This is an optimization exercise on Yosys and OpenROAD, whose aim is small area and a short achievable clock period, not a production implementation.
Where RTL was checked, it was by simulation tests only, not by an equivalence proof against the original.

==> flow/design.v (excerpt) <==
module matrix_accelerator(
    input  wire        clk,
    input  wire        rst,
    input  wire        load_weight,
    input  wire [31:0] activation_in,
    output wire [95:0] result_out
);
==> flow/config.mk <==
export PLATFORM = sky130hd
export DESIGN_NAME = matrix_accelerator
export DESIGN_NICKNAME = matrix_accelerator
export VERILOG_FILES = /design/flow/design.v
export SDC_FILE = /design/flow/constraint.sdc
export NUM_CORES = 4
export LEC_CHECK = 0
export CAP_MARGIN = 20
export CORE_MARGIN = 2
export CORE_UTILIZATION = 40
export SETUP_SLACK_MARGIN = 4.0
export SLEW_MARGIN = 20
export SYNTH_HIERARCHICAL = 1
export SYNTH_MINIMUM_KEEP_SIZE = 0
==> flow/constraint.sdc <==
create_clock -name core_clock -period 8.0 [get_ports {clk}]
set_input_delay 1.6000 -clock core_clock [delete_from_list [all_inputs] [get_ports {clk}]]
set_output_delay 1.6000 -clock core_clock [all_outputs]
set_load 0.01 [all_outputs]
run.sh (not shown) runs the stock make flow with config.mk's settings and CLKGATE_MAP_FILE= SYNTH_SCRIPT=/design/flow/synth_recipe.tcl, a recipe that flattens the netlist after the stock synthesis.
Next try:
--- a/flow/config.mk
+++ b/flow/config.mk
@@ -7,0 +8 @@
+export ABC_AREA = 1
@@ -11 +12 @@
-export SETUP_SLACK_MARGIN = 4.0
+export SETUP_SLACK_MARGIN = 3.0
Effect: Global-route usage barely changes. Sequential share of layout area rose by 1.0 points. Clock-buffer cell count fell by 1. Cell area fell by 6.0%. Setup slack is worse by 0.13 ns. Wire length rose by 5.4%. Via count rose by 18%.
Next try:
--- a/flow/config.mk
+++ b/flow/config.mk
@@ -8 +7,0 @@
-export ABC_AREA = 1
Result: Register-to-register slack gets worse by 0.47 ns; worst setup slack got worse by 0.15 ns; count of clock-buffer cells in the layout stays the same; clock skew fell by 0.035 ns; sequential cell count stays the same; routed wire length falls by about a fifth; synthesized area shrinks by a little under a tenth; hold slack gets better by 0.0038 ns; via count decreases by about a fifth; die area shrinks by a little under a tenth.
Next try:
--- a/flow/config.mk
+++ b/flow/config.mk
@@ -10 +10 @@
-export CORE_UTILIZATION = 40
+export CORE_UTILIZATION = 55
Outcome: Global-route usage increases by 6.4 points. Worst setup slack gains 0.0041 ns. Count of clock-buffer cells in the layout rose by 11. Routed wire length went down by 0.96%. Register-to-register slack improves by 0.14 ns.
No functional check of the RTL was part of any run of this note.


matrix_accelerator, a different RTL version from the one above (not shown whole).
Size: ~4400 cells after synthesis.
Design matrix_accelerator, start of the top module:
module matrix_accelerator(
    input  wire        clk,
    input  wire        rst,
    input  wire        load_weight,
    input  wire [31:0] activation_in,
    output wire [95:0] result_out
);
Settings: LEC_CHECK=0, CAP_MARGIN=20, CORE_MARGIN=2, CORE_UTILIZATION=40, CTS_CLUSTER_DIAMETER=120, CTS_CLUSTER_SIZE=22, SETUP_SLACK_MARGIN=3.65, SLEW_MARGIN=20, SYNTH_HIERARCHICAL=1, SYNTH_MINIMUM_KEEP_SIZE=0; clock period 8.0 ns.
The baseline completed with no timing, DRC or antenna violations.
Rerun with:
Settings changed: SETUP_SLACK_MARGIN 3.65 to 3.5.
After rerunning: Global-route usage goes down by 0.15 points. Count of clock-buffer cells in the layout stays the same. First-iteration DRC count went down by 13%. Critical path depth went down by 2. Routed wire length went down by 1.8%. Area after synthesis is unchanged. Cell count fell by 1.9%. Via count decreases by 1.8%. Die area does not change.


Setup of run M:
Another version of the RTL of matrix_accelerator (not shown whole).
Size in the first run: roughly 130 I/O pins, roughly 52000 sq um of cells after synthesis.
make LEC_CHECK=0 ABC_CLOCK_PERIOD_IN_PS=4000 CAP_MARGIN=20 CORE_MARGIN=2 CORE_UTILIZATION=40 SLEW_MARGIN=20 finish   # period 8.0 ns
#### Input delta (run D over run M)
Settings: clearing ABC_CLOCK_PERIOD_IN_PS, which used to be 4000.
## What came out
Run M -> run D: core utilization delta 0, exact match. Run D vs. run M: compound-gate portion of the synthesized area did not really move; register-to-register slack did not really move; antenna diode instance count did not really move; number of max-capacitance violations reported did not really move.
No functional check of the RTL was part of any run of this note.


RTL: one of the versions met above, not the one the previous note started from.
For scale: roughly 4400 cells after synthesis, about 0.046 mm² of cells after synthesis.
clock: 8.0 ns
lec_check: 0
cap_margin: 20
core_margin: 2
core_utilization: 40
cts_buf_list: sky130_fd_sc_hd__clkbuf_8
cts_cluster_diameter: 100
cts_cluster_size: 14
setup_slack_margin: 3.5
slew_margin: 20
synth_hierarchical: 1
synth_minimum_keep_size: 0
standard.sh (not shown) runs the stock make flow with config.mk's settings and CLKGATE_MAP_FILE= SYNTH_SCRIPT=/design/flow/synth_recipe.tcl, a recipe that flattens the netlist after the stock synthesis.
==> flow/flow/run.sh <==
#!/bin/bash
# The standard layout (standard.sh), with plain buffers on the ports in place
# of the delay cells that buffer_ports picks by default. Every port still gets
# its own buffer. make's full output goes to standard.log in this folder.
set -euo pipefail
export BUFFER_PORTS_ARGS="-buffer_cell sky130_fd_sc_hd__buf_1"
bash standard.sh > standard.log 2>&1
Edit:
--- a/flow/flow/run.sh
+++ b/flow/flow/run.sh
@@ -4,4 +4,4 @@
 # its own buffer. make's full output goes to standard.log in this folder.
 set -euo pipefail
-export BUFFER_PORTS_ARGS="-buffer_cell sky130_fd_sc_hd__buf_1"
+export BUFFER_PORTS_ARGS="-buffer_cell sky130_fd_sc_hd__buf_2"
 bash standard.sh > standard.log 2>&1
CTS_BUF_LIST = default   (was sky130_fd_sc_hd__clkbuf_8)
CTS_CLUSTER_DIAMETER = 120   (was 100)
CTS_CLUSTER_SIZE = 22   (was 14)
Die area does not change.
Via count stays flat.
Clock-buffer cell count came out lower by 1.
Final area came out higher by 0.61%.
Global-route usage stays flat.
Critical path depth came out higher by 2.

-- what the ideal ports hide --
The results above use ideal ports. As a check the final layouts listed here were re-extracted and re-timed, cells and wires unchanged. Step 1: set_driving_cell puts a clkbuf_16 on clk and a buf_2 on each other input, an assumption about the parent block. Step 2 adds t to the input delays and takes it off the output delays; t is the mean of the earliest and latest rising clock arrival at the registers after step 1. Input paths then give back, and output paths get back, about the clock's delay inside the block. Three values: ideal ports, drivers, drivers and shift; two values: the first two.
| run | t, ns | slack for setup (ns) | worst setup path after step 2 | clock arrival spread, ns | worst data-port slew with drivers (ns) |
|---|---|---|---|---|---|
| the first run of note 1 | 0.718 | 3.528 / 3.553 / 2.834 | input to register | 0.036 / 0.035 | 0.06 |
| the second run of note 1 | 0.734 | 3.400 / 3.440 / 2.706 | input to register | 0.061 / 0.061 | 0.10 |
| the third run of note 1 | 0.714 | 3.249 / 3.273 / 2.585 | input to register | 0.027 / 0.026 | 0.05 |
| the fourth run of note 1 | 0.675 | 3.253 / 3.287 / 2.612 | input to register | 0.028 / 0.028 | 0.07 |
| the first run of note 2 | 0.725 | 3.653 / 3.653 / 2.983 | input to register | 0.038 / 0.038 | 0.09 |
| the second run of note 2 | 0.680 | 3.597 / 3.603 / 2.927 | input to register | 0.037 / 0.038 | 0.07 |
| run M | 0.734 | 2.304 / 2.357 / 1.624 | input to register | 0.030 / 0.029 | 0.05 |
| run D | 0.734 | 2.304 / 2.357 / 1.624 | input to register | 0.030 / 0.029 | 0.05 |
| the first run of note 4 | 0.799 | 3.612 / 3.612 / 2.859 | input to register | 0.085 / 0.085 | 0.07 |
| the second run of note 4 | 0.726 | 3.610 / 3.610 / 2.947 | input to register | 0.030 / 0.029 | 0.07 |
After both steps setup and hold are still met in every run listed. The setup slack of the first run of note 4, which loses most, moves by 0.000 ns with the drivers and by -0.753 ns with both steps.
